This is an optimization exercise on Yosys and OpenROAD, whose aim is small area, a short achievable clock period and few clock cycles per item, not a production implementation.
The RTL was checked by simulation tests, not by an equivalence proof against the original design.
Power figures rest on the tool's default switching activity, not on a simulated workload.

==> design/flow/design.v <==
module adder (
    input  [15:0]  a,
    input  [15:0]  b,
    output [15:0] out
);    
    assign out = a + b;
endmodule
module mult #(
    parameter WIDTH = 16
) (
    input                   clk,
    input                   reset,
    input [WIDTH-1:0]       a_bi,
    input [WIDTH-1:0]       b_bi,
    input                   start,
    output [1:0]            busy_o,
    output reg [WIDTH-1:0]  y_bo
);
    localparam IDLE = 1'b0;
    localparam WORK = 1'b1;
    localparam CW = $clog2(WIDTH);
    reg  [CW-1:0]     ctr;
    wire              end_step;
    wire [WIDTH-1:0]  part_sum;
    wire [WIDTH-1:0]  shifted_part_sum;
    reg  [WIDTH-1:0]  a, b;
    reg  [WIDTH-1:0]  part_res;
    reg               state;
    assign part_sum = a & {WIDTH{b [ ctr ] } };
    assign shifted_part_sum = part_sum << ctr;
    assign end_step = ( ctr == WIDTH - 1 );
    assign busy_o = {1'b0, state};
    always @(posedge clk )
        if ( reset ) begin
            ctr <= 0;
            part_res <= 0;
            y_bo <= 0;
            state <= IDLE;
        end else begin
            case ( state )
                IDLE: begin
                    if ( start ) begin
                        state <= WORK;
                        a <= a_bi;
                        b <= b_bi;
                        ctr <= 0;
                        part_res <= 0;
                    end
                end
                WORK:
                    begin
                        if ( end_step ) begin
                            state <= IDLE;
                            y_bo <= part_res + shifted_part_sum;
                        end
                        part_res <= part_res + shifted_part_sum;
                        ctr <= ctr + 1;
                    end
            endcase
        end
endmodule
module cubic_root (
    input clk,
    input rst,
    input start,
    input [15:0] x_bi,
    output wire [1:0] busy,
    output wire [7:0] m_temp,
    output reg [7:0] i,
    output reg [15:0] out,
    output reg [16:0] res
);
localparam IDLE = 2'h0;
localparam WORK = 2'h1;
localparam WORK_IN_WORK = 2'h2;
localparam WAIT_MULT = 2'h3;
reg [1:0]   state;
reg [7:0]   m;
reg [15:0]  x_b;
reg [16:0]  a;
reg [16:0]  b;
wire [1:0] multi_busy;
wire [16:0] mult_out_res;
reg start_mult;
assign busy = state;
assign m_temp = m;
mult #(.WIDTH(17)) b_square_calc( 
    .clk(clk), 
    .reset(rst), 
    .start(start_mult), 
    .a_bi(a), 
    .b_bi(b), 
    .busy_o(multi_busy), 
    .y_bo(mult_out_res)
);
always @(posedge clk)
    if (rst) begin
        m <= 1;
        res <= 0;
        state <= IDLE;
        out <= 0;
        start_mult <= 1'b0;
    end else begin
        case (state)
            IDLE:
                begin
                start_mult <= 1'b0;
                if (start) begin
                    state <= WORK;
                    x_b <= x_bi;
                    m <= 1;
                    res <= 0;
                end
                end
            WORK:
                if (res > {1'b0, x_b}) 
                begin
                    state <= IDLE;
                    out <= m - 2;
                end 
                else if (res == {1'b0, x_b})
                begin
                    state <= IDLE;
                    out <= m - 1;
                end
                else begin
                    state <= WORK_IN_WORK;
                    res <= m;
                    i <= 1;
                end
            WORK_IN_WORK:
                begin
                    if (i == 3) begin
                        m <= m + 1;
                        state <= WORK; 
                    end else begin
                        state <= WAIT_MULT;
                        start_mult <= 1'b1;
                        a <= m;
                        b <= res;
                        i <= i + 1;
                    end 
                end
            WAIT_MULT:
            begin
                start_mult <= 1'b0;
               if (!start_mult && !multi_busy) begin
                    state <= WORK_IN_WORK;               
                    res <= mult_out_res;
                end
            end
        endcase
    end
endmodule
module top (
    input        clk, 
    input        rst, 
    input        start, 
    input [15:0] a, 
    input [15:0] b, 
    output wire [1:0]   busy, 
    output reg [15:0]   out
);
    localparam IDLE = 2'h0; 
    localparam WORK = 2'h1; 
    localparam WAIT_MULT = 2'h3;
    reg  [1:0]  state;
    reg  [15:0] a_r;
    reg  [15:0] b_r;
    wire [1:0]  multi_busy; 
    wire [15:0] mult_out_res; 
    reg         start_mult; 
    wire [1:0]  cbrt_busy;
    wire [15:0] cbrt_out;
    reg         start_cbrt;
    wire [15:0] sum;
    assign busy = {1'b0, state != IDLE}; 
    mult #(.WIDTH(16)) a_square_calc (
        .clk(clk),
        .reset(rst),
        .start(start_mult),
        .a_bi(a_r),
        .b_bi(a_r),
        .busy_o(multi_busy),
        .y_bo(mult_out_res)
    );
    cubic_root b_cbrt_calc (
        .clk(clk),
        .rst(rst),
        .start(start_cbrt),
        .x_bi(b_r),
        .busy(cbrt_busy),
        .m_temp(),
        .i(),
        .out(cbrt_out),
        .res()
    );
    adder result_sum (
        .a(mult_out_res),
        .b(cbrt_out),
        .out(sum)
    );
    always @(posedge clk)
        if (rst) begin
            state <= IDLE;
            out <= 0;
            start_mult <= 1'b0;
            start_cbrt <= 1'b0;
        end else begin
            case (state)
                IDLE:
                    if (start) begin
                        state <= WORK;
                        a_r <= a;
                        b_r <= b;
                        start_mult <= 1'b1;
                        start_cbrt <= 1'b1;
                    end
                WORK:
                    begin
                        start_mult <= 1'b0;
                        start_cbrt <= 1'b0;
                        state <= WAIT_MULT;
                    end
                WAIT_MULT:
                    if (multi_busy == 2'b00 && cbrt_busy == 2'b00) begin
                        out <= sum;
                        state <= IDLE;
                    end
                default:
                    state <= IDLE;
            endcase
        end
endmodule
==> design/flow/run.sh <==
#!/bin/bash
# synth_recipe.tcl (not shown) runs the flow's synth.tcl, then flattens the netlist and writes it again
# the make line also repeats each setting of config.mk as NAME=value (left out here)
make -C /OpenROAD-flow-scripts/flow DESIGN_CONFIG=/design/flow/config.mk WORK_HOME=/design/flow/orfs CLKGATE_MAP_FILE= SYNTH_SCRIPT=/design/flow/synth_recipe.tcl finish
==> design/flow/config.mk <==
export PLATFORM = sky130hd
export DESIGN_NAME = top
export DESIGN_NICKNAME = top
export VERILOG_FILES = /design/flow/design.v
export SDC_FILE = /design/flow/constraint.sdc
export NUM_CORES = 4
export LEC_CHECK = 0
export CAP_MARGIN = 20
export CORE_MARGIN = 2
export CORE_UTILIZATION = 40
export SLEW_MARGIN = 20
==> design/flow/constraint.sdc <==
create_clock -name core_clock -period 5.0 [get_ports {clk}]
set_input_delay 1.0000 -clock core_clock [delete_from_list [all_inputs] [get_ports {clk}]]
set_output_delay 1.0000 -clock core_clock [all_outputs]
set_load 0.01 [all_outputs]
==> impl_metrics.prom <==
# TYPE chip_impl_metric gauge
chip_impl_metric{name="max_slew.worst_pin.slew",unit="ns"} 1.044
chip_impl_metric{name="initial_core_util",unit=""} 0.4037
chip_impl_metric{name="final-instance-count-excl-fill",unit=""} 1817
chip_impl_metric{name="synth.yosys.seq_area_share",unit=""} 0.4853
chip_impl_metric{name="globalRoute.totalOverflow",unit=""} 0
chip_impl_info{name="critical_path.startpoint_type",value="register"} 1
chip_impl_metric{name="drt_pre_antenna_iters",unit=""} 5
chip_impl_metric{name="die_area",unit="um2"} 34050
chip_impl_metric{name="via_count",unit=""} 9728
chip_impl_metric{name="worst-endpoint-required",unit="ns"} 5.40
chip_impl_metric{name="max-vdd-ir-drop",unit="uV"} 242.9
chip_impl_metric{name="maxCapViolations",unit=""} 0
chip_impl_metric{name="synth.avg_cell_area",unit="um2"} 9.853
chip_impl_metric{name="crit_fanout",unit=""} 9
chip_impl_metric{name="die_x",unit="um"} 184.5
chip_impl_metric{name="place.port_buffers",unit=""} 51
chip_impl_metric{name="hold_slack",unit="ns"} 0.4168
chip_impl_metric{name="core_region_area",unit="um2"} 32290
chip_impl_metric{name="cellLeakagePower",unit="uW"} 0.005509
chip_impl_metric{name="initialDrtViolationCount",unit=""} 619
chip_impl_metric{name="wire_length_of_the_first_global_routing_pass",unit="um"} 47440
chip_impl_metric{name="die_y",unit="um"} 184.5
chip_impl_metric{name="timing_hold_violations_final",unit=""} 0
chip_impl_metric{name="area.growth.synth_to_final",unit="%"} 14.58
chip_impl_metric{name="ys.warnings.count",unit=""} 4
chip_impl_metric{name="share_of_final_layout_standard_cells_stronger_than_drive_strength_1",unit=""} 0.07636
chip_impl_metric{name="antenna_found_initial",unit=""} 0
chip_impl_metric{name="final.setup.tns",unit="ns"} 0
chip_impl_info{name="grt_setup_unrepaired",value="no"} 1
chip_impl_metric{name="placedInstanceArea",unit="um2"} 13960
chip_impl_metric{name="layout.cell_area.non_filler",unit="um2"} 14940
chip_impl_metric{name="largest_net_degree_at_the_start_of_global_routing",unit=""} 73
chip_impl_info{name="end_kind",value="register"} 1
chip_impl_metric{name="place_inst",unit=""} 1763
chip_impl_metric{name="timing.final.crit_share",unit=""} 0.9154
chip_impl_metric{name="first_global_vias",unit=""} 8936
chip_impl_metric{name="worst_slew_margin_rel",unit=""} 0.3009
chip_impl_metric{name="gp_routability_congestion",unit=""} 0.9142
chip_impl_info{name="layout.cells.most_common_list",value="dfxtp_1, nand2_1, a21oi_1"} 1
chip_impl_metric{name="netlist_area",unit="um2"} 13040
chip_impl_info{name="ys.flop_type",value="dfxtp_1"} 1
chip_impl_metric{name="clk_path_buf_depth",unit=""} 3
chip_impl_metric{name="signal_arrival_time_at_the_worst_endpoint",unit="ns"} 4.98
chip_impl_metric{name="h-tree-depth",unit=""} 1
chip_impl_metric{name="syn-num-nets",unit=""} 1436
chip_impl_metric{name="clkSlewWorstSetupHoldPaths",unit="ns"} 0.06
chip_impl_info{name="tritoncts",value="done"} 1
chip_impl_metric{name="synth-edff-count",unit=""} 122
chip_impl_metric{name="report.final.setup_viol",unit=""} 0
chip_impl_info{name="holdCritPathClass",value="register to register"} 1
chip_impl_metric{name="detail_route.drc_violations",unit=""} 0
chip_impl_metric{name="finalWorstPathRequiredPeriod",unit="ns"} 4.577
chip_impl_info{name="cp_class",value="register to register"} 1
chip_impl_metric{name="insertedDiodeCount",unit=""} 0
chip_impl_info{name="crit_slowest_cell",value="dfxtp_1"} 1
chip_impl_info{name="run_status",value="complete, no violations"} 1
chip_impl_info{name="crit_chain",value="mux2i_1 > mux4_2 > or3_4 > and2_1 > nor2b_2 > nor2_2 > and2_1 > ha_1 > fa_1 > a211oi_1 > o21ai_0 > o311a_1 > a31oi_1 > a21oi_1 > a31oi_1 > o21ai_0 > xnor2_1 > a211oi_2"} 1
chip_impl_metric{name="timing.final.max_slew_violations",unit=""} 0
chip_impl_metric{name="ys_ff_latch",unit=""} 255
chip_impl_metric{name="hpwl_after_dpl",unit="um"} 21250
chip_impl_metric{name="clock_sink_count",unit=""} 255
chip_impl_metric{name="power.density_cell_area",unit="nW/um2"} 336.3
chip_impl_metric{name="clock_skew",unit="ns"} 0.01281
chip_impl_info{name="final_common_cell",value="dfxtp_1"} 1
chip_impl_metric{name="grt.total_usage",unit=""} 0.1734
chip_impl_metric{name="critPathMaxStageDelay",unit="ns"} 0.62
chip_impl_metric{name="top_level_ports",unit=""} 53
chip_impl_metric{name="layout_net_count",unit=""} 1465
chip_impl_metric{name="async_flop_share",unit=""} 0
chip_impl_info{name="cts_root_buffer",value="clkbuf_16"} 1
chip_impl_metric{name="core.rowCount",unit=""} 66
chip_impl_metric{name="via_per_inst",unit=""} 5.354
chip_impl_metric{name="drt.antenna.violating_nets",unit=""} 0
chip_impl_metric{name="syn_inst_count",unit=""} 1323
chip_impl_metric{name="numCtsBuffers",unit=""} 29
chip_impl_metric{name="drt-wirelength-per-cell",unit="um"} 16.29
chip_impl_metric{name="wire_length_after_detailed_routing",unit="um"} 29600
chip_impl_metric{name="achievable_freq",unit="GHz"} 0.2185
chip_impl_metric{name="number_of_distinct_library_cell_variants_in_the_gate_level_netlist_after_synthesis",unit=""} 68
chip_impl_metric{name="insertion_delay",unit="ns"} 0.55
state kept, by name, summed over array words and instances, names as in the netlist, 9 cells and up:
| signal | flops |
|---|---|
| b_cbrt_calc.b | 17 |
| b_cbrt_calc.out | 9 |
| b_cbrt_calc.b_square_calc.y_bo | 17 |
| a_square_calc.a | 16 |
| b_cbrt_calc.x_b | 16 |
| a_square_calc.part_res | 16 |
| b_r | 16 |
| b_cbrt_calc.b_square_calc.part_res | 17 |
| b_cbrt_calc.b_square_calc.b | 17 |
| out | 16 |
| a_r | 16 |
| b_cbrt_calc.res | 17 |
| a_square_calc.y_bo | 16 |
cell usage after synthesis, drive strengths merged, types with 36 or more instances:
master	number	area, um2
nand2	131	491.7
nor2	130	490.5
o21ai	37	185.2
xnor2	36	315.3
nand3	43	215.2
edfxtp	122	3664
mux2i	37	370.4
inv	42	157.7
nor3	44	220.2
dfxtp	133	2663
ha	75	938.4
a21oi	131	655.6
clkbuf	58	217.7
area by class of cell:
type / count / area [um2]
Clock buffer: 37 / 805.8
Clock inverter: 17 / 165.2
Fill cell: 3058 / 17350
Inverter: 44 / 165.2
Multi-Input combinational cell: 953 / 6277
Sequential cell: 255 / 6326
Tap cell: 442 / 553.0
Timing Repair Buffer: 69 / 643.1
worst paths after layout:
path                                                  startpoint                            endpoint  slack (ns)  depth (start not counted)
worst max-delay path            b_cbrt_calc.b_square_calc.ctr[2]  b_cbrt_calc.b_square_calc.y_bo[16]        0.42                         18
worst min-delay path                                     a_r[14]                 a_square_calc.a[14]        0.42                          0
worst max register to register  b_cbrt_calc.b_square_calc.ctr[2]  b_cbrt_calc.b_square_calc.y_bo[16]        0.42                         18
worst min register to register                           a_r[14]                 a_square_calc.a[14]        0.42                          0
what timing repair did:
item | CTS | global route
hold buffers | 0 | 0
buffers inserted | 0 | 0
gates resized for setup | 0 | 1
endpoints found under the setup margin | 0 | 2
stage by stage:
| stage | utilization | setup slack (ns) | total power [uW] |
|---|---|---|---|
| global placement | 0.4324 | 0.4441 | 2936 |
| detailed placement | 0.4324 | 0.2984 | 2948 |
| finish | 0.4626 | 0.4231 | 5022 |
| global route | 0.4626 | 0.03486 | 5229 |
| CTS | 0.4625 | 0.2667 | 5082 |
| floorplan | - | 1.020 | 2757 |
cells by family (layout without fill, tap and decap cells):
kind of cell | after synthesis | after routing | share of synthesized area
XOR/XNOR | 58 | 58 | 0.03897
AND/OR/NAND/NOR | 462 | 462 | 0.1683
other | 1 | 1 | 0.0002877
AO/OA/AOI/OAI | 299 | 299 | 0.1426
flip-flops | 255 | 255 | 0.4853
adder cells (fa/ha/maj) | 78 | 78 | 0.07660
multiplexers | 55 | 55 | 0.05347
buffers and inverters | 115 | 167 | 0.03446
per-layer routing:
layer / up-vias / global-route usage / wire (um)
li1: 4848 / - / -
met1: 4594 / 0.2449 / 14070
met4: 0 / 0.04896 / 703
met3: 50 / 0.02371 / 1420
met5: - / 0 / 0
met2: 236 / 0.2777 / 13400
critical path: cells and delay by family, from the launching register on:
| kind | cells | cell delay [ns] |
|---|---|---|
| AO/OA/AOI/OAI | 8 | 1.52 |
| XOR/XNOR | 1 | 0.26 |
| adder cells (fa/ha/maj) | 2 | 0.64 |
| flip-flops | 1 | 0.62 |
| multiplexers | 2 | 0.52 |
| AND/OR/NAND/NOR | 5 | 0.87 |
power breakdown:
group	internal, uW	leakage (uW)	switching, uW
Clock	1250	0.000472	867
Combinational	214	0.00285	352
Sequential	2280	0.00218	62.4
Testbench counts, summed over its fixed seeds: cycles 2,066,878, items 1,600.

==> static timing again, ports no longer ideal <==
In the flow no input, the clock included, has a driving cell. The finished layout below was timed again as built, in two steps.
Step 1 sets driving cells, clkbuf_16 on the clock port and buf_2 on the other inputs (assumed; they add their load-dependent delay and slew).
Step 2, shift: input delay + t, output delay - t, t = (earliest + latest rising clock arrival at the registers) / 2. This alone moves slack from input paths to output paths.
Three values: ideal ports, drivers, drivers and shift; two values: the first two.
t (ns): 0.602
setup slack, ns: 0.423 / 0.423 / 0.423
worst hold slack (ns): 0.417 / 0.417 / 0.417
worst setup path after step 2: register to register
pins driven straight from the clock port: 1
After both steps this run still meets setup and hold. For this run, drivers alone change the setup slack by 0.000 ns; drivers and shift together by 0.000 ns.
